What follows belongs to an exercise in optimizing a design on an open flow for small area, a short achievable clock period and few clock cycles per item; a production flow would make more cautious choices.
The RTL was checked by simulation tests, not by an equivalence proof against the original design.
Power and IR drop assume default switching activity.

==> flow/design.v <==
module fp(out,done,a,b,start,clk,rst);
input wire [9:0]a,b;
input wire start;
input wire clk,rst;
output wire [9:0]out;
output reg done;
wire [8:0] lt_b = ~a[8:0] & b[8:0];
wire [8:0] eq_b = ~(a[8:0] ^ b[8:0]);
wire lt87 = lt_b[8] | (eq_b[8] & lt_b[7]);  wire eq87 = eq_b[8] & eq_b[7];
wire lt65 = lt_b[6] | (eq_b[6] & lt_b[5]);  wire eq65 = eq_b[6] & eq_b[5];
wire lt43 = lt_b[4] | (eq_b[4] & lt_b[3]);  wire eq43 = eq_b[4] & eq_b[3];
wire lt21 = lt_b[2] | (eq_b[2] & lt_b[1]);  wire eq21 = eq_b[2] & eq_b[1];
wire lt85 = lt87 | (eq87 & lt65);           wire eq85 = eq87 & eq65;
wire lt41 = lt43 | (eq43 & lt21);           wire eq41 = eq43 & eq21;
wire lt40 = lt41 | (eq41 & lt_b[0]);        wire eq40 = eq41 & eq_b[0];
wire a_lt_b = lt85 | (eq85 & lt40);
wire a_eq_b = eq85 & eq40;
wire [3:0] ea = a[8:5], eb = b[8:5];
wire [3:0] bo_ab, bo_ba;    
assign bo_ab[0] = 1'b0;
assign bo_ab[1] = ~ea[0] & eb[0];
assign bo_ab[2] = (~ea[1] & eb[1]) | (eq_b[6] & bo_ab[1]);
assign bo_ab[3] = (~ea[2] & eb[2]) | (eq_b[7] & (~ea[1] & eb[1])) | (eq_b[7] & eq_b[6] & bo_ab[1]);
assign bo_ba[0] = 1'b0;
assign bo_ba[1] = ~eb[0] & ea[0];
assign bo_ba[2] = (~eb[1] & ea[1]) | (eq_b[6] & bo_ba[1]);
assign bo_ba[3] = (~eb[2] & ea[2]) | (eq_b[7] & (~eb[1] & ea[1])) | (eq_b[7] & eq_b[6] & bo_ba[1]);
wire [3:0] dab = ~eq_b[8:5] ^ bo_ab;
wire [3:0] dba = ~eq_b[8:5] ^ bo_ba;
wire [5:0] ma = {1'b1, a[4:0]};
wire [5:0] mb = {1'b1, b[4:0]};
wire sub = a[9] ^ b[9];
wire [5:0] mx = a_lt_b ? mb : ma;
wire [3:0] d = lt85 ? dba : dab;
wire [5:0] my = ((a_lt_b ? ma : mb) >> d) ^ {6{sub}};
wire [9:0] x = a_lt_b ? b : a;
wire [5:0] p = mx ^ my;
wire [5:0] g = mx & my;
wire cin = sub;
wire g10 = g[1] | (p[1] & g[0]);           wire p10 = p[1] & p[0];
wire g32 = g[3] | (p[3] & g[2]);           wire p32 = p[3] & p[2];
wire g54 = g[5] | (p[5] & g[4]);           wire p54 = p[5] & p[4];
wire g0c = g[0] | (p[0] & cin);
wire c0 = cin;
wire c1 = g0c;
wire c2 = g10 | (p10 & cin);
wire c3 = g[2] | (p[2] & c2);
wire g30 = g32 | (p32 & g10);              wire p30 = p32 & p10;
wire c4 = g30 | (p30 & cin);
wire c5 = g[4] | (p[4] & c4);
wire c6 = g54 | (p54 & c4);
reg [6:0] mag;
reg [3:0] r_e;
reg r_s;
always @(posedge clk) begin
  mag <= {c6 & ~sub, p ^ {c5, c4, c3, c2, c1, c0}};
  r_e <= x[8:5];
  r_s <= x[9];
  if (rst) done <= 1'b0;
  else done <= start;
end
wire h6 = mag[6];
wire h5 = ~mag[6] & mag[5];
wire h4 = ~mag[6] & ~mag[5] & mag[4];
wire h3 = ~|mag[6:4] & mag[3];
wire h2 = ~|mag[6:3] & mag[2];
wire h1 = ~|mag[6:2] & mag[1];
wire h0 = ~|mag[6:1];
wire [4:0] m = ({5{h6}} & mag[5:1])
             | ({5{h5}} & mag[4:0])
             | ({5{h4}} & {mag[3:0], 1'b0})
             | ({5{h3}} & {mag[2:0], 2'b0})
             | ({5{h2}} & {mag[1:0], 3'b0})
             | ({5{h1}} & {mag[0], 4'b0});
wire [3:0] ep1 = r_e + 4'd1;
wire [3:0] em1 = r_e - 4'd1;
wire [3:0] em2 = r_e - 4'd2;
wire [3:0] em3 = r_e - 4'd3;
wire [3:0] em4 = r_e - 4'd4;
wire [3:0] em5 = r_e - 4'd5;
wire [3:0] e = ({4{h6}} & ep1) | ({4{h5}} & r_e) | ({4{h4}} & em1)
             | ({4{h3}} & em2) | ({4{h2}} & em3) | ({4{h1}} & em4)
             | ({4{h0}} & em5);
wire zero = ~|mag;
assign out = zero ? 10'd0 : {r_s, e, m};
endmodule
==> flow/flow/run.sh <==
#!/bin/bash
# The standard layout with two changes, each tool's output in its own log:
#  - synthesis is the standard flow's own script (synth_recipe.tcl) run without ORFS's
#    adder extraction (ADDER_MAP_FILE empty), so ABC maps the whole logic,
#    and, if flow/abc.script exists, with that ABC script in place of
#    ORFS's; registers, flattening and renaming are as in the standard run
#  - flow/extra.mk adds ORFS settings to config.mk (port buffer cell, ...)
# The rest is the standard.sh, unchanged.
set -e
cat flow/extra.mk >> config.mk
{ head -1 synth_recipe.tcl; cat flow/abc_swap.tcl; tail -n +2 synth_recipe.tcl; } > my_synth.tcl
if [ -f flow/abc.script ]; then export FLOW_ABC_SCRIPT=$PWD/flow/abc.script; fi
bash standard.sh ADDER_MAP_FILE= SYNTH_SCRIPT=$PWD/my_synth.tcl synth > synth.log 2>&1
bash standard.sh > standard.log 2>&1
==> flow/flow/abc.script <==
strash
balance
rewrite
refactor
balance
rewrite
rewrite -z
balance
refactor -z
rewrite -z
balance
balance
rewrite
refactor
balance
rewrite
rewrite -z
balance
refactor -z
rewrite -z
balance
dch -f
map -B 0.9
topo
stime -c
buffer -c
upsize -c
dnsize -c
==> flow/flow/abc_swap.tcl <==
# Map the combinational logic with the ABC script named by FLOW_ABC_SCRIPT
# instead of ORFS's; every other step of the synthesis is unchanged.
if {[info exists ::env(FLOW_ABC_SCRIPT)] && $::env(FLOW_ABC_SCRIPT) ne ""} {
  proc abc {args} {
    set i [lsearch -exact $args -script]
    if {$i >= 0} { set args [lreplace $args [expr {$i + 1}] [expr {$i + 1}] $::env(FLOW_ABC_SCRIPT)] }
    yosys abc {*}$args
  }
}
==> flow/flow/extra.mk <==
export BUFFER_PORTS_ARGS = -buffer_cell sky130_fd_sc_hd__buf_2
==> flow/standard.sh <==
#!/bin/bash
# synth_recipe.tcl (not shown) runs the flow's synth.tcl, then flattens the netlist and writes it again
# the make line also repeats each setting of config.mk as NAME=value (left out here)
make -C /OpenROAD-flow-scripts/flow DESIGN_CONFIG=/design/flow/config.mk WORK_HOME=/design/flow/orfs CLKGATE_MAP_FILE= SYNTH_SCRIPT=/design/flow/synth_recipe.tcl "${@:-finish}"
==> flow/config.mk <==
export PLATFORM = sky130hd
export DESIGN_NAME = fp
export DESIGN_NICKNAME = fp
export VERILOG_FILES = /design/flow/design.v
export SDC_FILE = /design/flow/constraint.sdc
export NUM_CORES = 4
export LEC_CHECK = 0
export ABC_AREA = 1
export CAP_MARGIN = 20
export CORE_MARGIN = 2
export CORE_UTILIZATION = 40
export CTS_BUF_LIST = sky130_fd_sc_hd__clkbuf_2
export SLEW_MARGIN = 20
export BUFFER_PORTS_ARGS = -buffer_cell sky130_fd_sc_hd__buf_2
==> flow/constraint.sdc <==
create_clock -name core_clock -period 8.0 [get_ports {clk}]
set_input_delay 1.6000 -clock core_clock [delete_from_list [all_inputs] [get_ports {clk}]]
set_output_delay 1.6000 -clock core_clock [all_outputs]
set_load 0.01 [all_outputs]
==> results of run 1 <==
[cell usage after synthesis (2+ instances only)]
cell type	number
nor2_2	2
a21oi_1	8
nor2_4	4
o21ai_0	21
nand3_2	10
nand2_4	4
xor2_1	7
a31oi_1	2
and2_1	2
inv_1	50
nand2_2	13
nand2_1	89
inv_2	4
nor2_1	18
nand3_1	31
o211ai_1	2
dfxtp_1	13
o22ai_1	4
xnor2_1	3
[flip-flops by register name, indices dropped and copies added, names as in the netlist]
signal  flops
r_s         1
done        1
r_e         4
mag         7
[worst min-delay path by stage]
stage	from	end	slack [ns]	cells past startpoint
6_report	rst	done	1.49	2
5_1_grt	rst	done	1.47	2
3_3_place_gp	rst	done	1.75	2
2_1_floorplan	rst	done	1.67	1
4_1_cts	rst	done	1.48	2
3_5_place_dp	rst	done	1.76	2
[critical path, cell delays in order, from the launching register on]
cell and delay, ns:
dfxtp_1 0.38, nor2_1 0.12, inv_1 0.06, nor4_1 0.36, inv_1 0.19, o21ai_0 0.11, a21oi_1 0.06, o21ai_0 0.16
o31ai_1 0.09, a21oi_1 0.15, buf_2 0.15
[per-layer routing]
layer  up-vias  GRT usage, %  part of all wire [%]
met1       822          21.5                    46
met5         -             0                     0
met3         2         0.727                   2.6
met2        37          31.9                    51
met4         0          5.77                  0.67
li1       1039             -                     -
[power by group]
group	leakage, nW	internal, mW	switching (mW)
combinational	0.970	0.103	0.171
clock	0.0166	0.0133	0.0177
sequential	0.109	0.0844	0.0180
total	1.10	0.201	0.206
[cell families (layout without fill, tap and decap cells)]
group	Yosys count	count (layout)	share of synthesized area, %
muxes	1	1	0.654
AOI/OAI and AO/OA	44	44	14.7
and+or+nand+nor	178	178	51.3
buffers and inverters	57	92	13.1
DFF	13	13	15.1
xor gates and xnor gates	10	10	5.08
[area by class of cell]
type	instances	area (um^2)	share of cell area, %
multi-input cells	233	1240	63.4
inverters	55	206	10.6
repair buffers	33	165	8.46
clock buffers	4	20.0	1.03
well taps	50	62.6	3.21
flip-flops and latches	13	260	13.3
[per-stage QoR]
step | power [mW] | utilization, % | instance area (um^2) | setup slack [ns] | cells
6_report | 0.407 | 47.8 | 1950 | 4.33 | 388
5_1_grt | 0.454 | 47.8 | 1950 | 4.12 | 388
4_1_cts | 0.409 | 47.8 | 1950 | 4.36 | 388
3_5_place_dp | 0.378 | 47.3 | 1930 | 4.14 | 384
3_3_place_gp | 0.376 | 47.3 | 1930 | 4.20 | 384
2_1_floorplan | 0.305 | - | 1720 | 4.64 | 303
==> metrics.md, run 1 <==
| Metric | Value |
|---|---|
| Status | `complete, no violations` |
| Hold buffer count at CTS | `0` |
| Clk buf depth | `2` |
| CP Launch Type | `register` |
| Clk sinks | `13` |
| EDFF count, synth | `0` |
| Root Driver | `clkbuf_2` |
| Fillers | `485` |
| Synth Cell Area | `1720 um^2` |
| GP Congestion | `0.866` |
| Peak VDD IR | `0.0623 mV` |
| NumNets Final | `362` |
| Yosys Warn Count | `1` |
| Async SR Flop Fraction | `0%` |
| Mean post-synth cell area | `5.69 um^2` |
| Die area | `4850 um^2` |
| DR iter-0 viols | `48` |
| Routed len/inst | `10.4 um` |
| WP data arrival | `2.07 ns` |
| Avg Vias per Cell | `4.90` |
| End point of the critical path | `out[8]` |
| Crit Path Max Fanout | `7` |
| Final min period | `3.67 ns` |
| Primary FF master, synth | `dfxtp_1` |
| Initial antenna violation count | `0` |
| Postcts setup bufs | `0` |
| Most common cell after layout, fill and taps aside | `nand2_1` |
| Fin crit share | `45.9%` |
| H-tree depth | `1` |
| # rows | `23` |
| Final Hold Fails | `0` |
| Num ports | `34` |
| Reg clk slew, reported paths | `0.10 ns` |
| Congestion Overflow GR | `0` |
| Wire length of the first global-routing pass | `7.24 mm` |
| Final setup fails | `0` |
| Worst slew margin | `60.8%` |
| Setup crit end kind | `output port` |
| Core area | `4090 um^2` |
| Final Hold Slack | `1.49 ns` |
| WL final | `4.05 mm` |
| First-pass DRT Iterations | `4` |
| Diode count | `0` |
| Die width | `69.6 um` |
| Synthesized net count | `326` |
| CTS tree | `built` |
| Cell Pwr Density | `209 nW/um^2` |
| CTS Buf Count | `3` |
| Netlist cell types | `35` |
| # resized after CTS | `0` |
| DRC violations left | `0` |
| Die Span Y | `69.6 um` |
| Max-slew violations | `0` |
| Final ANT Viol Nets | `0` |
| Pleak | `1.10 nW` |
| Crit Path Class | `reg2out` |
| Worst-Margin Slew | `0.583 ns` |
| Initial cell density of the core | `42.2%` |
| Fmax | `272 MHz` |
| Post-synth top area share | `19.4%` |
| Worst Setup SP | `mag[6]` |
| PortBufs | `33` |
| Vias in the first global route | `1781` |
| Flop and latch count out of synthesis | `13` |
| Synth area leaders | `nand2_1, dfxtp_1, inv_1` |
| Via Count | `1900` |
| Most frequent cells in the layout | `nand2_1, inv_1, buf_2, nand3_1, o21ai_0` |
| P&R area growth vs syn | `13.3%` |
| GRT Overall Usage | `17.3%` |
| Setup TNS | `0 ns` |
| Area leader, netlist | `nand2_1` |
| Synthesized instance count | `303` |
| Largest net degree at the start of global routing | `23` |
| Required time worst endpoint | `6.40 ns` |
| Hold WC Path Type | `in2reg` |
| Max-cap violation count | `0` |
| Share of post-route cells with drive strength above 1 | `22.8%` |
| HPWL after DPL | `3.49 mm` |
| RSZ-0062 raised after global routing | `no` |
| Seq/Total Area, Yosys | `15.1%` |
Testbench counts, summed over its fixed seeds: cycles 24,000, items 24,000.
==> run 2: changes to the inputs <==
--- a/flow/design.v
+++ b/flow/design.v
@@ -35,7 +35,20 @@
 wire [5:0] my = ((a_lt_b ? ma : mb) >> d) ^ {6{sub}};
 wire [9:0] x = a_lt_b ? b : a;
-wire [5:0] p = mx ^ my;
-wire [5:0] g = mx & my;
-wire cin = sub;
+reg [5:0] r_p;
+reg [4:0] r_g;    
+reg [3:0] r_e;
+reg r_s, r_sub;
+always @(posedge clk) begin
+  r_p <= mx ^ my;
+  r_g <= mx[4:0] & my[4:0];
+  r_e <= x[8:5];
+  r_s <= x[9];
+  r_sub <= sub;
+  if (rst) done <= 1'b0;
+  else done <= start;
+end
+wire [5:0] p = r_p;
+wire [5:0] g = {~r_p[5], r_g};
+wire cin = r_sub;
 wire g10 = g[1] | (p[1] & g[0]);           wire p10 = p[1] & p[0];
 wire g32 = g[3] | (p[3] & g[2]);           wire p32 = p[3] & p[2];
@@ -50,14 +63,5 @@
 wire c5 = g[4] | (p[4] & c4);
 wire c6 = g54 | (p54 & c4);
-reg [6:0] mag;
-reg [3:0] r_e;
-reg r_s;
-always @(posedge clk) begin
-  mag <= {c6 & ~sub, p ^ {c5, c4, c3, c2, c1, c0}};
-  r_e <= x[8:5];
-  r_s <= x[9];
-  if (rst) done <= 1'b0;
-  else done <= start;
-end
+wire [6:0] mag = {c6 & ~r_sub, p ^ {c5, c4, c3, c2, c1, c0}};
 wire h6 = mag[6];
 wire h5 = ~mag[6] & mag[5];
@@ -67,4 +71,10 @@
 wire h1 = ~|mag[6:2] & mag[1];
 wire h0 = ~|mag[6:1];
+wire [3:0] ep1 = r_e + 4'd1;
+wire [3:0] em1 = r_e - 4'd1;
+wire [3:0] em2 = r_e - 4'd2;
+wire [3:0] em3 = r_e - 4'd3;
+wire [3:0] em4 = r_e - 4'd4;
+wire [3:0] em5 = r_e - 4'd5;
 wire [4:0] m = ({5{h6}} & mag[5:1])
              | ({5{h5}} & mag[4:0])
@@ -73,14 +83,8 @@
              | ({5{h2}} & {mag[1:0], 3'b0})
              | ({5{h1}} & {mag[0], 4'b0});
-wire [3:0] ep1 = r_e + 4'd1;
-wire [3:0] em1 = r_e - 4'd1;
-wire [3:0] em2 = r_e - 4'd2;
-wire [3:0] em3 = r_e - 4'd3;
-wire [3:0] em4 = r_e - 4'd4;
-wire [3:0] em5 = r_e - 4'd5;
 wire [3:0] e = ({4{h6}} & ep1) | ({4{h5}} & r_e) | ({4{h4}} & em1)
              | ({4{h3}} & em2) | ({4{h2}} & em3) | ({4{h1}} & em4)
              | ({4{h0}} & em5);
-wire zero = ~|mag;
+wire zero = r_sub & (&r_p);
 assign out = zero ? 10'd0 : {r_s, e, m};
 endmodule
--- a/flow/config.mk
+++ b/flow/config.mk
@@ -10,5 +10,4 @@
 export CORE_MARGIN = 2
 export CORE_UTILIZATION = 40
-export CTS_BUF_LIST = sky130_fd_sc_hd__clkbuf_2
 export SLEW_MARGIN = 20
 export BUFFER_PORTS_ARGS = -buffer_cell sky130_fd_sc_hd__buf_2
removed: flow/flow/abc.script
==> run 2 against run 1 <==
Compared with the run above: highest routed layer unchanged; via count rose by 12%; critical path type unchanged; power rose by 14%; global-route usage rose by 0.58 points; final cell count rose by 10%; clock power rose by 120%; synthesized cell count rose by 13%; critical path depth rose by 3; largest cell class unchanged; utilization rose by 0.52 points; first-iteration DRC count rose to 2.6 times the previous value; flip-flop and latch count rose by 5.
==> metrics.md, run 2 <==
| Metric | Value |
|---|---|
| WL final | `4.46 mm (+10%)` |
| Cell Pwr Density | `217 nW/um^2 (+3.9%)` |
| NumNets Final | `399 (+10%)` |
| Async SR Flop Fraction | `0% (unchanged)` |
| Peak VDD IR | `0.0654 mV (+4.8%)` |
| Netlist cell types | `35 (unchanged)` |
| Mean post-synth cell area | `5.50 um^2 (-3.2%)` |
| Diode count | `0 (unchanged)` |
| PortBufs | `33 (unchanged)` |
| Most frequent cells in the layout | `nand2_1, nand3_1, inv_1, nor2_1, buf_2` |
| GRT Overall Usage | `17.9% (+0.58 points)` |
| DR iter-0 viols | `125 (+160%)` |
| Final setup fails | `0 (unchanged)` |
| Final Hold Fails | `0 (unchanged)` |
| Commonest cells in the synthesized netlist | `nand2_1, nand3_1, inv_1` |
| Reg clk slew, reported paths | `0.06 ns (-0.04 ns)` |
| Clock power frac | `14.9% (+7.3 points)` |
| Share of post-route cells with drive strength above 1 | `15.2% (-7.6 points)` |
| Seq/Total Area, Yosys | `19.1% (+4.0 points)` |
| Wire length of the first global-routing pass | `7.73 mm (+6.9%)` |
| Max reg flops | `6 (-1)` |
| Synthesized net count | `365 (+12%)` |
| Die area | `5270 um^2 (+8.7%)` |
| Routed len/inst | `10.5 um (about the same)` |
| Synth Cell Area | `1880 um^2 (+9.2%)` |
| GP Congestion | `0.898 (+3.8%)` |
| P&R area growth vs syn | `14.0%` |
| Die Span Y | `72.6 um (+4.3%)` |
| CTS Buf Count | `3 (unchanged)` |
| Setup TNS | `0 ns (unchanged)` |
| Fillers | `481 (-0.82%)` |
| Post-synth top area share | `22.3% (+3.0 points)` |
| Num ports | `34 (unchanged)` |
| CP Launch Type | `register` |
| Hold buffer count at CTS | `0 (unchanged)` |
| Crit Path Max Fanout | `7 (unchanged)` |
| Avg Vias per Cell | `4.98 (+1.7%)` |
| Sw Share | `46.4% (-4.3 points)` |
| End point of the critical path | `out[8]` |
| Total power | `465 uW (+14%)` |
| Fmax | `248 MHz (-8.9%)` |
| Pleak | `1.23 nW (+12%)` |
| Synth area leaders | `nand2_1, dfxtp_1, nand3_1` |
| RSZ-0062 raised after global routing | `no` |
| Max-slew violations | `0 (unchanged)` |
| Clk buf depth | `2 (unchanged)` |
| Status | `complete, no violations` |
| Crit Path Class | `reg2out` |
| Core area | `4440 um^2 (+8.8%)` |
| Max-cap violation count | `0 (unchanged)` |
| Area leader, netlist | `nand2_1` |
| Power share of the combinational group | `59.5% (-7.7 points)` |
| Required time worst endpoint | `6.40 ns (about the same)` |
| Sequential power share | `25.5% (+0.4 points)` |
| Primary FF master, synth | `dfxtp_1` |
| Die width | `72.6 um (+4.3%)` |
| Largest net degree at the start of global routing | `23 (unchanged)` |
| CTS tree | `built` |
| Root Driver | `clkbuf_8` |
| Synthesized instance count | `342 (+13%)` |
| Final ANT Viol Nets | `0 (unchanged)` |
| Via Count | `2127 (+12%)` |
| H-tree depth | `1 (unchanged)` |
| # rows | `24 (+4.3%)` |
| Worst Setup SP | `r_sub` |
| Worst slew margin | `45.9% (-15 points)` |
| Clk sinks | `18 (+5)` |
| Hold WC Path Type | `in2reg` |
| WP data arrival | `2.43 ns (+0.36 ns)` |
| Most common cell after layout, fill and taps aside | `nand2_1` |
| Vias in the first global route | `1910 (+7.2%)` |
| Area taken by multi-input logic gates | `1310 um^2 (+5.5%)` |
| Final min period | `4.03 ns (+0.359 ns)` |
| Postcts setup bufs | `0 (unchanged)` |
| Top Registers | `r_p x6, r_g x5, r_e x4` |
| Worst-Margin Slew | `0.805 ns (+0.222 ns)` |
| Yosys Warn Count | `1 (unchanged)` |
| Psw | `216 uW (+4.6%)` |
| EDFF count, synth | `0 (unchanged)` |
| Setup crit end kind | `output port` |
| DRC violations left | `0 (unchanged)` |
| Most common cell in the synthesized netlist | `nand2_1` |
| First-pass DRT Iterations | `4 (unchanged)` |
| # resized after CTS | `0 (unchanged)` |
| Post-DP Area | `2090 um^2 (+8.2%)` |
| Flop and latch count out of synthesis | `18 (+5)` |
| Int Pwr | `250 uW (+24%)` |
| Largest Register | `r_p` |
| Register area | `360 um^2 (+38%)` |
| Fin crit share | `50.4% (+4.5 points)` |
| HPWL after DPL | `3.80 mm (+8.8%)` |
| Initial antenna violation count | `0 (unchanged)` |
| Initial cell density of the core | `42.3% (+0.18 points)` |
| Congestion Overflow GR | `0 (unchanged)` |
| Fin area | `2150 um^2 (+9.9%)` |
run 2: metal layers:
| layer | up-vias | GRT usage (%) | routed length [um] |
|---|---|---|---|
| met1 | 909 | 22.2 | 2030 |
| met5 | - | 0 | 0 |
| met3 | 8 | 1.10 | 148 |
| li1 | 1157 | - | - |
| met2 | 53 | 31.3 | 2190 |
| met4 | 0 | 9.05 | 96 |
run 2: worst min-delay path by stage:
stage | from | end | slack, ns | cells after the start
floorplan | rst | done | 1.67 | 1
global placement | rst | done | 1.76 | 2
detailed placement | rst | done | 1.76 | 2
CTS | rst | done | 1.49 | 2
global route | rst | done | 1.49 | 2
finish | rst | done | 1.50 | 2
run 2: cell type report:
class / count / share of cell area, %
well taps: 52 / 3.03
clock buffers: 4 / 2.57
inverters: 52 / 9.10
multi-input cells: 268 / 60.8
flip-flops and latches: 18 / 16.8
repair buffers: 33 / 7.70
run 2: critical path, stage by stage (launching register included):
cell and delay, ns:
dfxtp_1 0.36, nand2_1 0.08, nand2_1 0.11, a21oi_2 0.08
o21ai_0 0.21, nand2_1 0.13, nand3_1 0.12, nand3_1 0.17
nor3_2 0.39, o21ai_0 0.18, nand2_1 0.10, nor2_1 0.04
nor2_1 0.07, buf_2 0.13
run 2: power by group through the flow:
| stage | logic (mW) | clock network, mW | registers [mW] |
|---|---|---|---|
| after global placement | 0.277 | 0 | 0.121 |
| after global routing | 0.314 | 0.0778 | 0.121 |
| after CTS | 0.278 | 0.0728 | 0.119 |
| final | 0.277 | 0.0696 | 0.119 |
| after detailed placement | 0.276 | 0 | 0.121 |
| after floorplan | 0.207 | 0 | 0.118 |
run 2: cells by family (layout without fill, tap and decap cells):
| logic type | after synthesis | count (layout) | share of synthesized area, % |
|---|---|---|---|
| AO/OA/AOI/OAI | 40 | 40 | 13.2 |
| buffers and inverters | 56 | 89 | 11.5 |
| multiplexers | 1 | 1 | 0.598 |
| AND/OR/NAND/NOR | 215 | 215 | 48.9 |
| XOR/XNOR | 12 | 12 | 6.72 |
| flip-flops | 18 | 18 | 19.1 |
run 2: per-stage QoR:
| step | hold WS, ns | setup slack [ns] | util [%] | std cells |
|---|---|---|---|---|
| 2_1_floorplan | 1.67 | 4.60 | - | 342 |
| 3_3_place_gp | 1.76 | 4.25 | 47.0 | 423 |
| 3_5_place_dp | 1.76 | 4.24 | 47.0 | 423 |
| 4_1_cts | 1.49 | 3.95 | 48.3 | 427 |
| 5_1_grt | 1.49 | 3.67 | 48.3 | 427 |
| 6_report | 1.50 | 3.97 | 48.3 | 427 |
Testbench counts of run 2, summed over its fixed seeds: cycles 24,000, items 24,000.
==> run 3: changes to the inputs <==
==> flow/flow/abc.script (new file) <==
strash
dch
map -B 0.9
topo
stime -c
buffer -c
upsize -c
dnsize -c
strash
dch
map -B 0.9
topo
stime -c
buffer -c
upsize -c
dnsize -c
==> run 3 against run 2 <==
Compared with the run above: still clean on timing, DRC and antenna; synthesized cell count down 1.5%; sequential share of layout area down 0.37 points; routed wire length fell by 3.8%; largest cell class unchanged; largest power group unchanged; highest routed layer unchanged.
==> metrics.md, run 3 <==
| Metric | Value |
|---|---|
| Status | `complete, no violations` |
| CTS tree | `built` |
| Die area | `5390 um^2 (+2.3%)` |
| NumNets Final | `395 (-1.0%)` |
| Largest Register | `r_p` |
| Via Count | `1997 (-6.1%)` |
| Async SR Flop Fraction | `0% (unchanged)` |
| Commonest cells in the synthesized netlist | `nand2_1, inv_1, nand3_1` |
| P&R area growth vs syn | `13.9%` |
| Clk sinks | `18 (unchanged)` |
| PortBufs | `33 (unchanged)` |
| Primary FF master, synth | `dfxtp_1` |
| Setup crit end kind | `output port` |
| Worst-Margin Slew | `0.775 ns (-0.0304 ns)` |
| EDFF count, synth | `0 (unchanged)` |
| Psw | `247 uW (+14%)` |
| WP data arrival | `2.27 ns (-0.16 ns)` |
| Avg Vias per Cell | `4.70 (-5.7%)` |
| Max reg flops | `6 (unchanged)` |
| Sw Share | `48.0% (+1.7 points)` |
| Synthesized net count | `360 (-1.4%)` |
| Post-DP Area | `2140 um^2 (+2.3%)` |
| Required time worst endpoint | `6.40 ns (about the same)` |
| Postcts setup bufs | `0 (unchanged)` |
| Hold WC Path Type | `in2reg` |
| Yosys Warn Count | `1 (unchanged)` |
| Max-cap violation count | `0 (unchanged)` |
| WL final | `4.30 mm (-3.8%)` |
| Flop and latch count out of synthesis | `18 (unchanged)` |
| First-pass DRT Iterations | `4 (unchanged)` |
| Wire length of the first global-routing pass | `7.53 mm (-2.6%)` |
| Pleak | `1.24 nW (+0.58%)` |
| Diode count | `0 (unchanged)` |
| Setup TNS | `0 ns (unchanged)` |
| DRC violations left | `0 (unchanged)` |
| Cell Pwr Density | `234 nW/um^2 (+7.9%)` |
| Core area | `4690 um^2 (+5.6%)` |
| Num ports | `34 (unchanged)` |
| Share of post-route cells with drive strength above 1 | `21.3% (+6.1 points)` |
| GRT Overall Usage | `17.1% (-0.84 points)` |
| Final Hold Fails | `0 (unchanged)` |
| Most common cell in the synthesized netlist | `nand2_1` |
| Crit Path Class | `reg2out` |
| Int Pwr | `267 uW (+7.0%)` |
| Final setup fails | `0 (unchanged)` |
| GP Congestion | `0.869 (-3.3%)` |
| Sequential power share | `23.9% (-1.6 points)` |
| Die width | `73.4 um (+1.1%)` |
| Mean post-synth cell area | `5.72 um^2 (+3.9%)` |
| Post-synth top area share | `18.7% (-3.6 points)` |
| # rows | `25 (+4.2%)` |
| Final min period | `3.87 ns (-0.161 ns)` |
| Synth Cell Area | `1930 um^2 (+2.4%)` |
| CTS Buf Count | `3 (unchanged)` |
| Netlist cell types | `33 (-5.7%)` |
| Top Registers | `r_p x6, r_g x5, r_e x4` |
| Routed len/inst | `10.1 um (-3.3%)` |
| Most common cell after layout, fill and taps aside | `nand2_1` |
| RSZ-0062 raised after global routing | `no` |
| Min-delay src | `rst` |
| Crit Path Max Fanout | `10 (+3)` |
| Clk buf depth | `2 (unchanged)` |
| Synthesized instance count | `337 (-1.5%)` |
| Fin area | `2190 um^2 (+2.3%)` |
| Final Hold Slack | `1.49 ns (-0.00590 ns)` |
| Clock power frac | `13.8% (-1.1 points)` |
| H-tree depth | `1 (unchanged)` |
| Congestion Overflow GR | `0 (unchanged)` |
| HPWL after DPL | `3.68 mm (-3.2%)` |
| Final ANT Viol Nets | `0 (unchanged)` |
| Max-slew violations | `0 (unchanged)` |
| Worst slew margin | `48.0% (+2.0 points)` |
| Power share of the combinational group | `62.3% (+2.8 points)` |
| Most frequent cells in the layout | `nand2_1, inv_1, nand3_1, nor2_1, buf_2` |
| Largest net degree at the start of global routing | `23 (unchanged)` |
| Vias in the first global route | `1806 (-5.4%)` |
| Fin crit share | `48.4% (-2.0 points)` |
| Peak VDD IR | `0.0719 mV (+10%)` |
| Worst Setup SP | `r_sub` |
| Die Span Y | `73.4 um (+1.1%)` |
| Initial cell density of the core | `41.1% (-1.3 points)` |
| Core Util, Final | `46.8% (-1.5 points)` |
| # resized after CTS | `0 (unchanged)` |
| Initial antenna violation count | `0 (unchanged)` |
| Area leader, netlist | `dfxtp_1` |
| Reg clk slew, reported paths | `0.06 ns (about the same)` |
| Seq/Total Area, Yosys | `18.7% (-0.45 points)` |
| DR iter-0 viols | `84 (-33%)` |
| Hold buffer count at CTS | `0 (unchanged)` |
| Fmax | `258 MHz (+4.2%)` |
| CP Launch Type | `register` |
| Synth area leaders | `dfxtp_1, nand2_1, nand3_1` |
| Root Driver | `clkbuf_8` |
run 3: cell count changes after synthesis, moves of 2 or more:
cell,delta
o2111ai_1,-2
nand2_2,+3
nand4_1,-2
nand3_2,+6
o211ai_1,+2
nand2_1,-27
nor2_2,+4
nand2_4,+3
inv_1,+4
inv_2,+4
nand3_1,-2
nor2_1,+7
a21oi_1,-3
nor2_4,+2
run 3: cell families after synthesis:
kind of cell           count (synthesis)  synth area share (%)
AO/OA/AOI/OAI                         38                  12.0
XOR/XNOR                              11                  6.10
buffers and inverters                 63                  12.7
flip-flops                            18                  18.7
multiplexers                           1                 0.584
AND/OR/NAND/NOR                      206                  49.9
run 3: per-stage QoR:
step	cells	setup WS (ns)	power, mW
global placement	421	4.48	0.445
floorplan	337	4.71	0.363
CTS	425	4.14	0.517
finish	425	4.13	0.514
global route	425	3.86	0.568
detailed placement	421	4.41	0.445
run 3: routing by layer:
layer  vias to the layer above  wire length, um  track usage [%]
li1                       1132                -                -
met1                       836             2070             21.3
met2                        25             2110             31.9
met3                         4               74            0.823
met4                         0               41             4.24
met5                         -                0                0
run 3: final timing paths:
| path | to | cells after the start |
|---|---|---|
| min | done | 2 |
| max | out[2] | 14 |
run 3: final cells by class:
type / instances / area, um^2
Tap cell: 54 / 67.6
Timing Repair Buffer: 33 / 165
Clock buffer: 4 / 55.1
Multi-Input combinational cell: 256 / 1320
Fill cell: 527 / 2500
Inverter: 60 / 225
Sequential cell: 18 / 360
run 3: worst max-delay path, stage by stage, from the launching register on:
cell and delay, ns:
dfxtp_1 0.34, nand2_1 0.11, nand2_1 0.07, nand2_1 0.08, nand2_1 0.07, nand2_1 0.07, nand2_1 0.08, o21ai_2 0.15
nand3_1 0.16, nand2_2 0.22, nand2_1 0.21, o21ai_0 0.19, a21oi_1 0.05, o21ai_0 0.07, buf_2 0.15
run 3: power groups by stage:
stage | sequential, mW | clock (mW) | combinational [mW]
floorplan | 0.121 | 0 | 0.242
global placement | 0.125 | 0 | 0.320
detailed placement | 0.125 | 0 | 0.320
CTS | 0.123 | 0.0731 | 0.321
global route | 0.126 | 0.0777 | 0.365
finish | 0.123 | 0.0709 | 0.320
==> run 4: changes to the inputs <==
--- a/flow/design.v
+++ b/flow/design.v
@@ -35,20 +35,7 @@
 wire [5:0] my = ((a_lt_b ? ma : mb) >> d) ^ {6{sub}};
 wire [9:0] x = a_lt_b ? b : a;
-reg [5:0] r_p;
-reg [4:0] r_g;    
-reg [3:0] r_e;
-reg r_s, r_sub;
-always @(posedge clk) begin
-  r_p <= mx ^ my;
-  r_g <= mx[4:0] & my[4:0];
-  r_e <= x[8:5];
-  r_s <= x[9];
-  r_sub <= sub;
-  if (rst) done <= 1'b0;
-  else done <= start;
-end
-wire [5:0] p = r_p;
-wire [5:0] g = {~r_p[5], r_g};
-wire cin = r_sub;
+wire [5:0] p = mx ^ my;
+wire [5:0] g = mx & my;
+wire cin = sub;
 wire g10 = g[1] | (p[1] & g[0]);           wire p10 = p[1] & p[0];
 wire g32 = g[3] | (p[3] & g[2]);           wire p32 = p[3] & p[2];
@@ -63,5 +50,14 @@
 wire c5 = g[4] | (p[4] & c4);
 wire c6 = g54 | (p54 & c4);
-wire [6:0] mag = {c6 & ~r_sub, p ^ {c5, c4, c3, c2, c1, c0}};
+reg [6:0] mag;
+reg [3:0] r_e;
+reg r_s;
+always @(posedge clk) begin
+  mag <= {c6 & ~sub, p ^ {c5, c4, c3, c2, c1, c0}};
+  r_e <= x[8:5];
+  r_s <= x[9];
+  if (rst) done <= 1'b0;
+  else done <= start;
+end
 wire h6 = mag[6];
 wire h5 = ~mag[6] & mag[5];
@@ -71,4 +67,10 @@
 wire h1 = ~|mag[6:2] & mag[1];
 wire h0 = ~|mag[6:1];
+wire [4:0] m = ({5{h6}} & mag[5:1])
+             | ({5{h5}} & mag[4:0])
+             | ({5{h4}} & {mag[3:0], 1'b0})
+             | ({5{h3}} & {mag[2:0], 2'b0})
+             | ({5{h2}} & {mag[1:0], 3'b0})
+             | ({5{h1}} & {mag[0], 4'b0});
 wire [3:0] ep1 = r_e + 4'd1;
 wire [3:0] em1 = r_e - 4'd1;
@@ -77,14 +79,8 @@
 wire [3:0] em4 = r_e - 4'd4;
 wire [3:0] em5 = r_e - 4'd5;
-wire [4:0] m = ({5{h6}} & mag[5:1])
-             | ({5{h5}} & mag[4:0])
-             | ({5{h4}} & {mag[3:0], 1'b0})
-             | ({5{h3}} & {mag[2:0], 2'b0})
-             | ({5{h2}} & {mag[1:0], 3'b0})
-             | ({5{h1}} & {mag[0], 4'b0});
 wire [3:0] e = ({4{h6}} & ep1) | ({4{h5}} & r_e) | ({4{h4}} & em1)
              | ({4{h3}} & em2) | ({4{h2}} & em3) | ({4{h1}} & em4)
              | ({4{h0}} & em5);
-wire zero = r_sub & (&r_p);
+wire zero = ~|mag;
 assign out = zero ? 10'd0 : {r_s, e, m};
 endmodule
==> flow/flow/abc.script (replaced) <==
strash
balance
rewrite
refactor
balance
rewrite
rewrite -z
balance
refactor -z
rewrite -z
balance
balance
rewrite
refactor
balance
rewrite
rewrite -z
balance
refactor -z
rewrite -z
balance
dch -f
map -B 0.9
topo
stime -c
buffer -c
upsize -c
dnsize -c
==> flow/flow/extra.mk (replaced) <==
export BUFFER_PORTS_ARGS = -buffer_cell sky130_fd_sc_hd__buf_1
--- a/flow/config.mk
+++ b/flow/config.mk
@@ -9,5 +9,6 @@
 export CAP_MARGIN = 20
 export CORE_MARGIN = 2
-export CORE_UTILIZATION = 40
+export CORE_UTILIZATION = 70
+export PLACE_DENSITY = 0.8
 export SLEW_MARGIN = 20
-export BUFFER_PORTS_ARGS = -buffer_cell sky130_fd_sc_hd__buf_2
+export BUFFER_PORTS_ARGS = -buffer_cell sky130_fd_sc_hd__buf_1
==> run 4 against run 3 <==
Compared with the run above: highest routed layer unchanged; global-route usage up 13 points; via count shrank 1.7%; largest power group unchanged; power fell by 20%; final cell count shrank 14%; largest cell class unchanged; worst hold slack worse by 0.021 ns; flip-flop and latch count down 5.
==> metrics.md, run 4 <==
| Metric | Value |
|---|---|
| Most common cell after layout, fill and taps aside | `nand2_1` |
| Synthesized instance count | `303 (-10%)` |
| Finished Layout Cells | `366 (-14%)` |
| CTS tree | `built` |
| GP Congestion | `0.930 (+7.0%)` |
| H-tree depth | `1 (unchanged)` |
| RSZ-0062 raised after global routing | `no` |
| Async SR Flop Fraction | `0% (unchanged)` |
| Avg Vias per Cell | `5.37 (+14%)` |
| Max reg flops | `7 (+1)` |
| Fin crit share | `46.2% (-2.1 points)` |
| GRT Overall Usage | `30.1% (+13 points)` |
| DP Cell Count | `362 (-14%)` |
| WP data arrival | `2.10 ns (-0.17 ns)` |
| Status | `complete, no violations` |
| Core area | `2280 um^2 (-51%)` |
| Clk buf depth | `2 (unchanged)` |
| Synth area leaders | `nand2_1, dfxtp_1, inv_1` |
| DRC violations left | `0 (unchanged)` |
| Final min period | `3.70 ns (-0.172 ns)` |
| Initial antenna violation count | `0 (unchanged)` |
| P&R area growth vs syn | `9.66%` |
| Post-synth top area share | `19.4% (+0.69 points)` |
| Pre-CTS setup slack | `4.12 ns (-0.297 ns)` |
| Fin area | `1890 um^2 (-14%)` |
| Pleak | `1.00 nW (-19%)` |
| Top Registers | `mag x7, r_e x4` |
| Hold WC Path Type | `in2reg` |
| Congestion Overflow GR | `0 (unchanged)` |
| Final ANT Viol Nets | `0 (unchanged)` |
| Commonest cells in the synthesized netlist | `nand2_1, inv_1, nand3_1` |
| Netlist cell types | `35 (+6.1%)` |
| # rows | `17 (-32%)` |
| Worst slew margin | `57.8% (+9.8 points)` |
| Worst-Margin Slew | `0.629 ns (-0.146 ns)` |
| Peak VDD IR | `0.197 mV (+170%)` |
| Wire length of the first global-routing pass | `6.46 mm (-14%)` |
| HPWL after DPL | `3.33 mm (-9.5%)` |
| Synth Cell Area | `1720 um^2 (-11%)` |
| Num ports | `34 (unchanged)` |
| Worst setup margin | `4.30 ns (+0.172 ns)` |
| Synthesized net count | `326 (-9.4%)` |
| # resized after CTS | `0 (unchanged)` |
| Root Driver | `clkbuf_4` |
| EDFF count, synth | `0 (unchanged)` |
| Seq/Total Area, Yosys | `15.1% (-3.6 points)` |
| Die width | `53.6 um (-27%)` |
| Reg clk slew, reported paths | `0.07 ns (about the same)` |
| Postcts setup bufs | `0 (unchanged)` |
| Crit Path Class | `reg2out` |
| Crit Path Max Fanout | `7 (-3)` |
| Die Span Y | `53.6 um (-27%)` |
| CTS Buf Count | `3 (unchanged)` |
| Final setup fails | `0 (unchanged)` |
| Vias in the first global route | `1669 (-7.6%)` |
| Setup crit end kind | `output port` |
| Share of post-route cells with drive strength above 1 | `12.7% (-8.6 points)` |
| Via Count | `1964 (-1.7%)` |
| Required time worst endpoint | `6.40 ns (about the same)` |
| DR iter-0 viols | `78 (-7.1%)` |
| Most common cell in the synthesized netlist | `nand2_1` |
| WL final | `4.03 mm (-6.2%)` |
| Clk sinks | `13 (-5)` |
| Largest Register | `mag` |
| Post-DP Area | `1860 um^2 (-13%)` |
| Max-cap violation count | `0 (unchanged)` |
| Cell Pwr Density | `218 nW/um^2 (-7.1%)` |
| Routed len/inst | `11.0 um (+8.9%)` |
| Final Hold Fails | `0 (unchanged)` |
| PortBufs | `33 (unchanged)` |
| Yosys Warn Count | `1 (unchanged)` |
| Mean post-synth cell area | `5.69 um^2 (-0.55%)` |
| Initial cell density of the core | `75.7% (+35 points)` |
| Fmax | `270 MHz (+4.6%)` |
| Area leader, netlist | `nand2_1` |
| Die area | `2870 um^2 (-47%)` |
| Primary FF master, synth | `dfxtp_1` |
| Hold buffer count at CTS | `0 (unchanged)` |
| CP Launch Type | `register` |
| Max-slew violations | `0 (unchanged)` |
| First-pass DRT Iterations | `5 (+1)` |
| Most frequent cells in the layout | `nand2_1, inv_1, buf_1, nand3_1, o21ai_0` |
| NumNets Final | `362 (-8.4%)` |
| Flop and latch count out of synthesis | `13 (-5)` |
| Largest net degree at the start of global routing | `23 (unchanged)` |
| Setup TNS | `0 ns (unchanged)` |
| Diode count | `0 (unchanged)` |
-- run 4: changes by cell type in the layout (fill, tap and decap cells not counted), sizes merged, moves of 2 or more --
cell / change
nor2: -27
nand3: -14
nand2: +11
dfxtp: -5
inv: -5
o21ai: +3
a21oi: -2
and2: +2
-- run 4: cell families after synthesis --
family | count (synthesis) | synth area share (%)
simple gates | 178 | 51.3
mux | 1 | 0.654
flops | 13 | 15.1
buf+inv | 57 | 13.1
compound gates | 44 | 14.7
xor+xnor | 10 | 5.08
-- run 4: worst max-delay path, stage by stage (launching register included) --
cell and delay [ns]:
dfxtp_1 0.38, nor2_1 0.12, inv_1 0.06, nor4_1 0.34
inv_1 0.18, o21ai_0 0.12, a21oi_1 0.06, o21ai_0 0.16
o31ai_1 0.09, a21oi_1 0.15, buf_1 0.17
-- run 4: final timing paths --
kind | startpoint | slack [ns] | endpoint | cells past startpoint
max | mag[6] | 4.30 | out[8] | 10
min | rst | 1.47 | done | 2
-- run 4: through the flow --
step	util [%]	hold slack, ns	power, mW
global placement	81.9	1.75	0.361
finish	83.0	1.47	0.411
global route	83.0	1.51	0.452
CTS	83.0	1.47	0.409
detailed placement	81.9	1.76	0.369
floorplan	-	1.67	0.305
-- run 4: where the power goes --
| part | internal (mW) | leakage (nW) | switching [mW] |
|---|---|---|---|
| logic | 0.0936 | 0.877 | 0.176 |
| registers | 0.0845 | 0.109 | 0.0185 |
| clock network | 0.0193 | 0.0150 | 0.0195 |
-- run 4: cell type report --
type	count	area (um^2)
Fill cell	171	387
Multi-Input combinational cell	233	1240
Inverter	55	206
Sequential cell	13	260
Timing Repair Buffer	33	124
Clock buffer	4	26.3
Tap cell	28	35.0
-- run 4: metal layers --
metal,track usage [%],vias up,wire (um)
met5,0,-,0
met3,2.78,8,177
met1,31.6,846,1700
met2,60.1,65,2070
met4,12.4,0,75
li1,-,1045,-
Testbench counts of run 4, summed over its fixed seeds: cycles 24,000, items 24,000.
==> run 5: changes to the inputs <==
==> flow/flow/extra.mk (replaced) <==
export BUFFER_PORTS_ARGS = -buffer_cell sky130_fd_sc_hd__buf_1
export SETUP_SLACK_MARGIN = 4.5
export SETUP_MOVE_SEQUENCE = sizeup,swap
--- a/flow/config.mk
+++ b/flow/config.mk
@@ -9,6 +9,7 @@
 export CAP_MARGIN = 20
 export CORE_MARGIN = 2
-export CORE_UTILIZATION = 70
-export PLACE_DENSITY = 0.8
+export CORE_UTILIZATION = 40
 export SLEW_MARGIN = 20
 export BUFFER_PORTS_ARGS = -buffer_cell sky130_fd_sc_hd__buf_1
+export SETUP_SLACK_MARGIN = 4.5
+export SETUP_MOVE_SEQUENCE = sizeup,swap
==> run 5 against run 4 <==
Compared with the run above: worst hold slack better by 0.036 ns; largest cell class unchanged; sequential share of layout area shrank 2.1 points; maximum frequency increased by 4.0%; critical endpoint is now mag[6].
==> metrics.md, run 5 <==
| Metric | Value |
|---|---|
| Flop and latch count out of synthesis | `13 (unchanged)` |
| Setup crit end kind | `register` |
| DP Cell Count | `384 (+6.1%)` |
| First-pass DRT Iterations | `4 (-1)` |
| Worst slew margin | `46.6% (-11 points)` |
| Required time worst endpoint | `8.14 ns (+1.74 ns)` |
| Finished Layout Cells | `388 (+6.0%)` |
| Initial antenna violation count | `0 (unchanged)` |
| Share of post-route cells with drive strength above 1 | `27.2% (+14 points)` |
| Top Registers | `mag x7, r_e x4` |
| Setup TNS | `0 ns (unchanged)` |
| Slowest cell on the critical path | `o211ai_1` |
| Fin crit share | `44.5% (-1.8 points)` |
| HPWL after DPL | `3.37 mm (+0.99%)` |
| Root Driver | `clkbuf_8` |
| Vias in the first global route | `1726 (+3.4%)` |
| Die Span Y | `69.6 um (+30%)` |
| Most common cell in the synthesized netlist | `nand2_1` |
| P&R area growth vs syn | `29.0%` |
| Reg clk slew, reported paths | `0.05 ns (-0.02 ns)` |
| Mean post-synth cell area | `5.69 um^2 (unchanged)` |
| H-tree depth | `1 (unchanged)` |
| Seq/Total Area, Yosys | `15.1% (unchanged)` |
| Commonest cells in the synthesized netlist | `nand2_1, inv_1, nand3_1` |
| Num ports | `34 (unchanged)` |
| CTS Buf Count | `3 (unchanged)` |
| Post-synth top area share | `19.4% (unchanged)` |
| Cell Pwr Density | `210 nW/um^2 (-3.3%)` |
| Clk sinks | `13 (unchanged)` |
| Core area | `4090 um^2 (+80%)` |
| Clk buf depth | `2 (unchanged)` |
| Max-slew violations | `0 (unchanged)` |
| Final setup fails | `0 (unchanged)` |
| Initial cell density of the core | `42.2% (-34 points)` |
| Crit Path Class | `in2reg` |
| Synthesized instance count | `303 (unchanged)` |
| Crit-path cells | `buf_1, inv_1, nand2_2, nand2_2, nand3_2, nand2_4, nand2_8, o211ai_1, and2_4, nand3_2, nand2_2, nand2_1, nand2_2, nand2_2, nand3_4, nand2_2, nand3_2, nand3_2, nand2_2, inv_2` |
| Final Hold Fails | `0 (unchanged)` |
| Most frequent cells in the layout | `nand2_1, inv_1, buf_1, nand3_1, nand2_2` |
| Max stage delay on crit path | `0.36 ns (-0.02 ns)` |
| WL final | `4.42 mm (+9.7%)` |
| GP Congestion | `0.898 (-3.4%)` |
| Max-cap violation count | `0 (unchanged)` |
| RSZ-0062 raised after global routing | `yes` |
| Synth Cell Area | `1720 um^2 (unchanged)` |
| Die width | `69.6 um (+30%)` |
| Die area | `4850 um^2 (+69%)` |
| Primary FF master, synth | `dfxtp_1` |
| Via Count | `1949 (-0.76%)` |
| Routed len/inst | `11.4 um (+3.5%)` |
| NumNets Final | `362 (unchanged)` |
| Fmax | `281 MHz (+4.0%)` |
| GRT Overall Usage | `17.5% (-13 points)` |
| PortBufs | `33 (unchanged)` |
| Congestion Overflow GR | `0 (unchanged)` |
| # rows | `23 (+6)` |
| Yosys Warn Count | `1 (unchanged)` |
| EDFF count, synth | `0 (unchanged)` |
| Diode count | `0 (unchanged)` |
| Async SR Flop Fraction | `0% (unchanged)` |
| Fillers | `445 (+160%)` |
| Total power | `468 uW (+14%)` |
| Avg Vias per Cell | `5.02 (-6.4%)` |
| DR iter-0 viols | `57 (-27%)` |
| Synth area leaders | `nand2_1, dfxtp_1, inv_1` |
| Most common cell after layout, fill and taps aside | `nand2_1` |
| Synthesized net count | `326 (unchanged)` |
| CP Launch Type | `input pin` |
| Most used cell, CP | `nand2_2` |
| Final min period | `3.56 ns (-0.141 ns)` |
| Peak VDD IR | `0.0708 mV (-64%)` |
| Crit Path Max Fanout | `10 (+3)` |
| Netlist cell types | `35 (unchanged)` |
| Worst-Margin Slew | `0.795 ns (+0.166 ns)` |
| Hold WC Path Type | `in2reg` |
| Largest net degree at the start of global routing | `23 (unchanged)` |
| Area leader, netlist | `nand2_1` |
| WP data arrival | `3.69 ns (+1.59 ns)` |
| CTS tree | `built` |
| Status | `complete, no violations` |
| DRC violations left | `0 (unchanged)` |
| Max reg flops | `7 (unchanged)` |
| Final Hold Slack | `1.51 ns (+0.0364 ns)` |
| Largest Register | `mag` |
| Final ANT Viol Nets | `0 (unchanged)` |
| Pleak | `1.11 nW (+11%)` |
| Wire length of the first global-routing pass | `7.27 mm (+12%)` |
| Hold buffer count at CTS | `0 (unchanged)` |
## run 5: cell counts after synthesis
No cell type changed its count.
## run 5: cell families (layout without fill, tap and decap cells)
family / Yosys count / count (layout) / share of synthesized area [%]
flops: 13 / 13 / 15.1
mux: 1 / 1 / 0.654
compound gates: 44 / 44 / 14.7
buf+inv: 57 / 92 / 13.1
simple gates: 178 / 178 / 51.3
xor+xnor: 10 / 10 / 5.08
## run 5: final timing paths
path	cells after the start	slack, ns	from	endpoint
worst min-delay path	2	1.51	rst	done
worst max-delay path	20	4.44	a[6]	mag[6]
## run 5: power breakdown
group / internal (mW) / switching (mW)
clock network: 0.0349 / 0.0200
registers: 0.0848 / 0.0232
logic: 0.110 / 0.195
total: 0.229 / 0.239
## run 5: area by class of cell
type                    instances  area [um^2]  area share [%]
flip-flops and latches         13          260            11.7
clock buffers                   4         45.0            2.03
well taps                      50         62.6            2.81
inverters                      55          229            10.3
repair buffers                 33          160            7.20
multi-input cells             233         1470            66.0
## run 5: layer usage
metal,routed length (um),global-route usage [%],share of wire [%]
met1,1900,21.7,43
met2,2300,32.3,52
met3,117,0.581,2.6
met4,99,6.20,2.2
met5,0,0,0
## run 5: through the flow
step                cell area [um^2]  util, %  setup slack (ns)
CTS                             2000     48.9              4.50
finish                          2220     54.4              4.44
detailed placement              1890     46.3              4.15
global placement                1890     46.3              4.12
floorplan                       1720        -              4.64
global route                    2220     54.4              4.27
## run 5: critical path, delay by kind of cell
kind | cells | cell delay [ns]
AO/OA/AOI/OAI | 1 | 0.36
buffers and inverters | 3 | 0.19
AND/OR/NAND/NOR | 16 | 1.51
## run 5: what timing repair did
item | in CTS | in global routing
endpoints found under the setup margin | 4 | 11
buffers inserted | 0 | 0
pin swaps | 8 | 23
hold endpoints to repair | 0 | 0
resized for setup | 20 | 63
==> run 6: changes to the inputs <==
==> flow/flow/extra.mk (replaced) <==
export BUFFER_PORTS_ARGS = -buffer_cell sky130_fd_sc_hd__buf_1
--- a/flow/config.mk
+++ b/flow/config.mk
@@ -10,6 +10,7 @@
 export CORE_MARGIN = 2
 export CORE_UTILIZATION = 40
+export CTS_BUF_LIST = sky130_fd_sc_hd__clkbuf_4
+export CTS_CLUSTER_DIAMETER = 300
+export CTS_CLUSTER_SIZE = 30
 export SLEW_MARGIN = 20
 export BUFFER_PORTS_ARGS = -buffer_cell sky130_fd_sc_hd__buf_1
-export SETUP_SLACK_MARGIN = 4.5
-export SETUP_MOVE_SEQUENCE = sizeup,swap
==> run 6 against run 5 <==
Compared with the run above: still clean on timing, DRC and antenna; synthesized cell count unchanged; sequential share of layout area increased by 1.8 points; critical path depth is 10 lower; sequential power is 5% lower; final area fell by 14%; critical endpoint is now out[8]; largest cell class unchanged.
==> metrics.md, run 6 <==
| Metric | Value |
|---|---|
| Status | `complete, no violations` |
| Final min period | `3.65 ns (+0.0922 ns)` |
| Final ANT Viol Nets | `0 (unchanged)` |
| Seq/Total Area, Yosys | `15.1% (unchanged)` |
| Num ports | `34 (unchanged)` |
| Largest Register | `mag` |
| Congestion Overflow GR | `0 (unchanged)` |
| Buf/Inv on CP | `3 (unchanged)` |
| Postcts setup bufs | `0 (unchanged)` |
| Crit Path Class | `reg2out` |
| Max-slew violations | `0 (unchanged)` |
| Largest family of logic cells by synthesized area | `simple AND/OR/NAND/NOR gates` |
| Synth area leaders | `nand2_1, dfxtp_1, inv_1` |
| Fin crit share | `45.6% (+1.2 points)` |
| Hold buffer count at CTS | `0 (unchanged)` |
| WP data arrival | `2.05 ns (-1.64 ns)` |
| Worst-Margin Slew | `0.613 ns (-0.182 ns)` |
| Reg clk slew, reported paths | `0.07 ns (+0.02 ns)` |
| GR met3 Demand/Resource | `0.436% (-0.15 points)` |
| Most frequent cells in the layout | `nand2_1, inv_1, buf_1, nand3_1, o21ai_0` |
| Setup TNS | `0 ns (unchanged)` |
| Post-Synth XOR/XNOR Area | `5.08% (unchanged)` |
| Share of post-route cells with drive strength above 1 | `13.0% (-14 points)` |
| Vias in the first global route | `1704 (-1.3%)` |
| EDFF count, synth | `0 (unchanged)` |
| Final setup fails | `0 (unchanged)` |
| Root Driver | `clkbuf_4` |
| Initial cell density of the core | `42.2% (unchanged)` |
| Die area | `4850 um^2 (unchanged)` |
| Post-Synth Adder-Cell Area | `0% (unchanged)` |
| Cell Pwr Density | `212 nW/um^2 (+0.59%)` |
| H-tree depth | `1 (unchanged)` |
| GP Congestion | `0.898 (unchanged)` |
| P&R area growth vs syn | `11.5%` |
| Via Count | `1893 (-2.9%)` |
| Max stage delay on crit path | `0.38 ns (+0.02 ns)` |
| CTS tree | `built` |
| Grt met1 use | `21.2% (-0.44 points)` |
| Yosys Warn Count | `1 (unchanged)` |
| Min-delay src | `rst` |
| # resized after CTS | `0 (-100%)` |
| Peak VDD IR | `0.0658 mV (-7.1%)` |
| GRT Overall Usage | `17.2% (-0.33 points)` |
| RSZ-0062 raised after global routing | `no` |
| Clk buf depth | `2 (unchanged)` |
| Final Hold Fails | `0 (unchanged)` |
| Mean post-synth cell area | `5.69 um^2 (unchanged)` |
| Multiplexer area fraction after synthesis | `0.654% (unchanged)` |
| DR iter-0 viols | `36 (-37%)` |
| Clk sinks | `13 (unchanged)` |
| Wire length of the first global-routing pass | `7.12 mm (-2.0%)` |
| Max-cap violation count | `0 (unchanged)` |
| Initial antenna violation count | `0 (unchanged)` |
| Max reg flops | `7 (unchanged)` |
| Total power | `407 uW (-13%)` |
| NumNets Final | `362 (unchanged)` |
| Die Span Y | `69.6 um (unchanged)` |
| Crit-path cells | `nor2_1, inv_1, nor4_1, inv_1, o21ai_0, a21oi_1, o21ai_0, o31ai_1, a21oi_1, buf_1` |
| WL final | `3.94 mm (-11%)` |
| Worst slew margin | `58.9% (+12 points)` |
| Synthesized net count | `326 (unchanged)` |
| Crit Path Max Fanout | `7 (-3)` |
| HPWL after DPL | `3.37 mm (unchanged)` |
| Register area | `260 um^2 (unchanged)` |
| Fillers | `464 (+4.3%)` |
| Avg Vias per Cell | `4.88 (-2.9%)` |
| PortBufs | `33 (unchanged)` |
| Required time worst endpoint | `6.40 ns (-1.74 ns)` |
| Setup crit end kind | `output port` |
| Area share of and/or/nand/nor cells after synthesis | `51.3% (unchanged)` |
| Largest net degree at the start of global routing | `23 (unchanged)` |
| Post-synth top area share | `19.4% (unchanged)` |
| # rows | `23 (unchanged)` |
| Post-DP Area | `1890 um^2 (unchanged)` |
| Most common cell after layout, fill and taps aside | `nand2_1` |
| First-pass DRT Iterations | `4 (unchanged)` |
| CP Launch Type | `register` |
| Top Registers | `mag x7, r_e x4` |
| Async SR Flop Fraction | `0% (unchanged)` |
| CTS Buf Count | `3 (unchanged)` |
| Pleak | `1.01 nW (-9.3%)` |
| Met2 GRT Util | `31.8% (-0.43 points)` |
| Diode count | `0 (unchanged)` |
| Synthesized instance count | `303 (unchanged)` |
| Core Util, Final | `47.0% (-7.4 points)` |
| Most Used Layer, Global Route | `met2` |
| Worst Setup SP | `mag[6]` |
| Hold WC Path Type | `in2reg` |
| Fmax | `274 MHz (-2.5%)` |
| Primary FF master, synth | `dfxtp_1` |
| Area taken by multi-input logic gates | `1240 um^2 (-16%)` |
| Synth Cell Area | `1720 um^2 (unchanged)` |
| Netlist cell types | `35 (unchanged)` |
| Compound-Gate Fraction of Synth Area | `14.7% (unchanged)` |
| Die width | `69.6 um (unchanged)` |
| DRC violations left | `0 (unchanged)` |
| Top delay family on crit path | `compound AO/OA/AOI/OAI gates` |
| Core area | `4090 um^2 (unchanged)` |
| Commonest cells in the synthesized netlist | `nand2_1, inv_1, nand3_1` |
| Routed len/inst | `10.1 um (-11%)` |
| Fin area | `1920 um^2 (-14%)` |
| Slowest cell on the critical path | `dfxtp_1` |
| Most common cell in the synthesized netlist | `nand2_1` |
| Flop and latch count out of synthesis | `13 (unchanged)` |
| Area leader, netlist | `nand2_1` |
run 6: power by group:
group	switching, mW	internal, mW
clock	0.0175	0.0227
sequential	0.0187	0.0845
combinational	0.170	0.0936
run 6: logic make-up (layout without fill, tap and decap cells):
| family | count (synthesis) | after routing |
|---|---|---|
| simple gates | 178 | 178 |
| buf+inv | 57 | 92 |
| compound gates | 44 | 44 |
| flops | 13 | 13 |
| xor+xnor | 10 | 10 |
| mux | 1 | 1 |
run 6: stage by stage:
stage | hold WS (ns) | setup slack [ns] | std cells
after floorplan | 1.67 | 4.64 | 303
after global placement | 1.75 | 4.12 | 384
after detailed placement | 1.76 | 4.15 | 384
after CTS | 1.47 | 4.38 | 388
after global routing | 1.52 | 4.11 | 388
final | 1.48 | 4.35 | 388
run 6: path summary, 6_finish.rpt:
path	endpoint	slack, ns	cells past startpoint
setup / recovery	out[8]	4.35	10
hold / removal	done	1.48	2
run 6: metal layers:
layer	share of wire (%)	vias to the layer above
met4	1.8	0
met2	49	36
met1	46	813
met5	0	-
li1	-	1038
met3	2.8	6
run 6: area by class of cell:
class	instances	share of cell area [%]
multi-input cells	233	64.4
flip-flops and latches	13	13.6
inverters	55	10.7
repair buffers	33	6.45
well taps	50	3.26
clock buffers	4	1.56
==> run 7: changes to the inputs <==
--- a/flow/flow/abc.script
+++ b/flow/flow/abc.script
@@ -1,3 +1,13 @@
 strash
+balance
+rewrite
+refactor
+balance
+rewrite
+rewrite -z
+balance
+refactor -z
+rewrite -z
+balance
 balance
 rewrite
--- a/flow/config.mk
+++ b/flow/config.mk
@@ -10,7 +10,4 @@
 export CORE_MARGIN = 2
 export CORE_UTILIZATION = 40
-export CTS_BUF_LIST = sky130_fd_sc_hd__clkbuf_4
-export CTS_CLUSTER_DIAMETER = 300
-export CTS_CLUSTER_SIZE = 30
 export SLEW_MARGIN = 20
 export BUFFER_PORTS_ARGS = -buffer_cell sky130_fd_sc_hd__buf_1
==> run 7 against run 6 <==
Compared with the run above: area after synthesis increased by 2.9%; combinational power rose by 5%; non-clock buffer count did not move; final area is 2.9% higher; critical path type is now in2reg.
==> metrics.md, run 7 <==
| Metric | Value |
|---|---|
| Status | `complete, no violations` |
| HPWL after DPL | `3.52 mm (+4.6%)` |
| RSZ-0062 raised after global routing | `no` |
| Crit Path Class | `in2reg` |
| Primary FF master, synth | `dfxtp_1` |
| Synth area leaders | `nand2_1, dfxtp_1, inv_1` |
| Synth Cell Area | `1770 um^2 (+2.9%)` |
| Share of post-route cells with drive strength above 1 | `14.2% (+1.1 points)` |
| Async SR Flop Fraction | `0% (unchanged)` |
| Wire length of the first global-routing pass | `7.37 mm (+3.5%)` |
| Fmax | `273 MHz (-0.54%)` |
| Largest Register | `mag` |
| Reg clk slew, reported paths | `0.05 ns (-0.02 ns)` |
| Area taken by multi-input logic gates | `1270 um^2 (+2.4%)` |
| Via Count | `1884 (-0.48%)` |
| DRC violations left | `0 (unchanged)` |
| Core area | `4320 um^2 (+5.8%)` |
| Avg Vias per Cell | `4.82 (-1.2%)` |
| Postcts setup bufs | `0 (unchanged)` |
| CTS Buf Count | `3 (unchanged)` |
| Clk buf depth | `2 (unchanged)` |
| Register area | `260 um^2 (unchanged)` |
| # rows | `24 (+4.3%)` |
| NumNets Final | `363 (+0.28%)` |
| Finished Layout Cells | `391 (+0.77%)` |
| First-pass DRT Iterations | `4 (unchanged)` |
| Largest net degree at the start of global routing | `23 (unchanged)` |
| Die Span Y | `70.6 um (+1.4%)` |
| Synthesized instance count | `304 (+0.33%)` |
| GRT Overall Usage | `17.6% (+0.45 points)` |
| Final setup fails | `0 (unchanged)` |
| Worst Setup SP | `a[7]` |
| GP Congestion | `0.904 (+0.60%)` |
| Flop and latch count out of synthesis | `13 (unchanged)` |
| Most common cell after layout, fill and taps aside | `nand2_1` |
| Peak VDD IR | `0.0647 mV (-1.6%)` |
| Max-cap violation count | `0 (unchanged)` |
| Vias in the first global route | `1698 (-0.35%)` |
| Num ports | `34 (unchanged)` |
| Die area | `4980 um^2 (+2.7%)` |
| P&R area growth vs syn | `11.4% (about the same)` |
| Fin crit share | `45.8% (+0.25 points)` |
| Post-DP Area | `1930 um^2 (+2.1%)` |
| Root Driver | `clkbuf_8` |
| Pleak | `1.03 nW (+2.9%)` |
| Final Hold Slack | `1.52 ns (+0.0369 ns)` |
| Fin area | `1980 um^2 (+2.9%)` |
| Congestion Overflow GR | `0 (unchanged)` |
| Clk sinks | `13 (unchanged)` |
| Crit Path Max Fanout | `22 (+15)` |
| Top Registers | `mag x7, r_e x4` |
| Initial antenna violation count | `0 (unchanged)` |
| Routed len/inst | `10.3 um (+1.9%)` |
| CP Launch Type | `input pin` |
| Setup TNS | `0 ns (unchanged)` |
| Die width | `70.6 um (+1.4%)` |
| Area leader, netlist | `nand2_1` |
| DR iter-0 viols | `56 (+56%)` |
| Yosys Warn Count | `1 (unchanged)` |
| DP Cell Count | `387 (+0.78%)` |
| Hold buffer count at CTS | `0 (unchanged)` |
| Initial cell density of the core | `41.0% (-1.2 points)` |
| Cell Pwr Density | `219 nW/um^2 (+3.5%)` |
| CTS tree | `built` |
| # resized after CTS | `0 (unchanged)` |
| Final ANT Viol Nets | `0 (unchanged)` |
| Commonest cells in the synthesized netlist | `nand2_1, inv_1, nand3_1` |
| Setup crit end kind | `register` |
| Total power | `433 uW (+6.5%)` |
| Min-delay src | `rst` |
| Post-synth top area share | `18.0% (-1.4 points)` |
| H-tree depth | `1 (unchanged)` |
| WP data arrival | `3.80 ns (+1.75 ns)` |
| Final Hold Fails | `0 (unchanged)` |
| EDFF count, synth | `0 (unchanged)` |
| Worst slew margin | `68.7% (+9.8 points)` |
| Final min period | `3.67 ns (+0.0196 ns)` |
| Seq/Total Area, Yosys | `14.7% (-0.43 points)` |
| WL final | `4.04 mm (+2.7%)` |
| Mean post-synth cell area | `5.83 um^2 (+2.6%)` |
| Netlist cell types | `33 (-5.7%)` |
| Worst-Margin Slew | `0.468 ns (-0.145 ns)` |
| Most frequent cells in the layout | `nand2_1, inv_1, nand3_1, buf_1, nor2_1` |
| Diode count | `0 (unchanged)` |
| Synthesized net count | `327 (+0.31%)` |
| PortBufs | `33 (unchanged)` |
| Hold WC Path Type | `in2reg` |
| Required time worst endpoint | `8.13 ns (+1.73 ns)` |
| Fillers | `491 (+5.8%)` |
| Max-slew violations | `0 (unchanged)` |
| Max reg flops | `7 (unchanged)` |
| Most common cell in the synthesized netlist | `nand2_1` |
run 7: cell types whose count changed in the layout (fill, tap and decap cells not counted), moves of 3 or more:
cell and change:
inv_2 +3, nor2_1 +3, a21oi_1 -4, nand2_1 -4, clkbuf_8 +3, clkbuf_4 -4
run 7: area by class of cell:
| type | instances | area share (%) |
|---|---|---|
| sequential | 13 | 13.2 |
| multi-input combinational | 232 | 64.2 |
| timing repair buffer | 33 | 6.27 |
| tap | 52 | 3.29 |
| inverter | 57 | 10.8 |
| clock buffer | 4 | 2.28 |
run 7: logic make-up (layout without fill, tap and decap cells):
family	after synthesis	count (layout)	synth area share [%]
xor+xnor	9	9	4.45
mux	1	1	0.635
compound gates	41	41	14.0
buf+inv	59	94	13.8
simple gates	181	181	52.4
flops	13	13	14.7
run 7: routing by layer:
metal	global-route usage (%)	wire, um	vias to the layer above
met5	0	0	-
met4	6.50	81	0
met3	1.14	127	6
met2	29.8	1980	37
met1	23.8	1850	798
li1	-	-	1043
run 7: per-stage QoR:
stage | setup slack [ns] | utilization (%)
CTS | 4.31 | 45.7
floorplan | 4.62 | -
global placement | 4.09 | 44.6
detailed placement | 4.07 | 44.6
finish | 4.33 | 45.7
global route | 3.99 | 45.7
run 7: path summary, 6_finish.rpt:
path | end | slack (ns) | depth (start not counted)
worst max-delay path | mag[6] | 4.33 | 24
worst min-delay path | done | 1.52 | 2
run 7: power breakdown:
| group | switching, mW | total (mW) | internal, mW |
|---|---|---|---|
| logic | 0.177 | 0.275 | 0.0980 |
| registers | 0.0185 | 0.103 | 0.0847 |
| clock network | 0.0200 | 0.0549 | 0.0349 |
run 7: worst max-delay path: stages:
cell and delay (ns):
buf_1 0.14, inv_2 0.05, nand2_1 0.11, nand2_2 0.09, nor2_2 0.15, nand2_2 0.08, nor2_4 0.10, nand2_4 0.09
nand2_4 0.21, nand2_1 0.11, nand3_1 0.11, nand2_1 0.06, nand2_1 0.10, nand2_1 0.08, nand2_1 0.06, nand3_1 0.12
nand2_1 0.12, inv_2 0.05, nand3_4 0.09, nand2_4 0.06, nand3_4 0.06, nand3_2 0.07, nand2_1 0.06, inv_1 0.04

## what the ideal ports hide
How much do the figures lean on ideal ports? The routed layouts below were timed once more, with nothing changed but the port constraints.
Step 1 assumes that a clkbuf_16 drives the clock port and a buf_2 every other input.
Step 2 times the ports against the registers' clock, not the clock port: input delays grow and output delays shrink by t, the midpoint of the rising clock arrivals with the driver on.
a / b / c = ideal / step 1 / step 2; a / b = the first two.
run	t (ns)	setup slack, ns	worst setup path after step 2	cell pins on the clock port's net
run 1	0.267	4.329 / 4.310 / 4.140	input to register	1
run 2	0.266	3.970 / 3.948 / 4.213	register to output	1
run 3	0.268	4.131 / 4.110 / 4.377	register to output	1
run 4	0.291	4.303 / 4.281 / 4.091	input to register	1
run 5	0.259	4.444 / 4.435 / 4.176	input to register	1
run 6	0.281	4.352 / 4.331 / 4.147	input to register	1
run 7	0.255	4.332 / 4.331 / 4.076	input to register	1
After both steps every run listed still meets setup and hold. The setup slack of run 5, which loses most, moves by -0.009 ns with the drivers and by -0.268 ns with both steps.
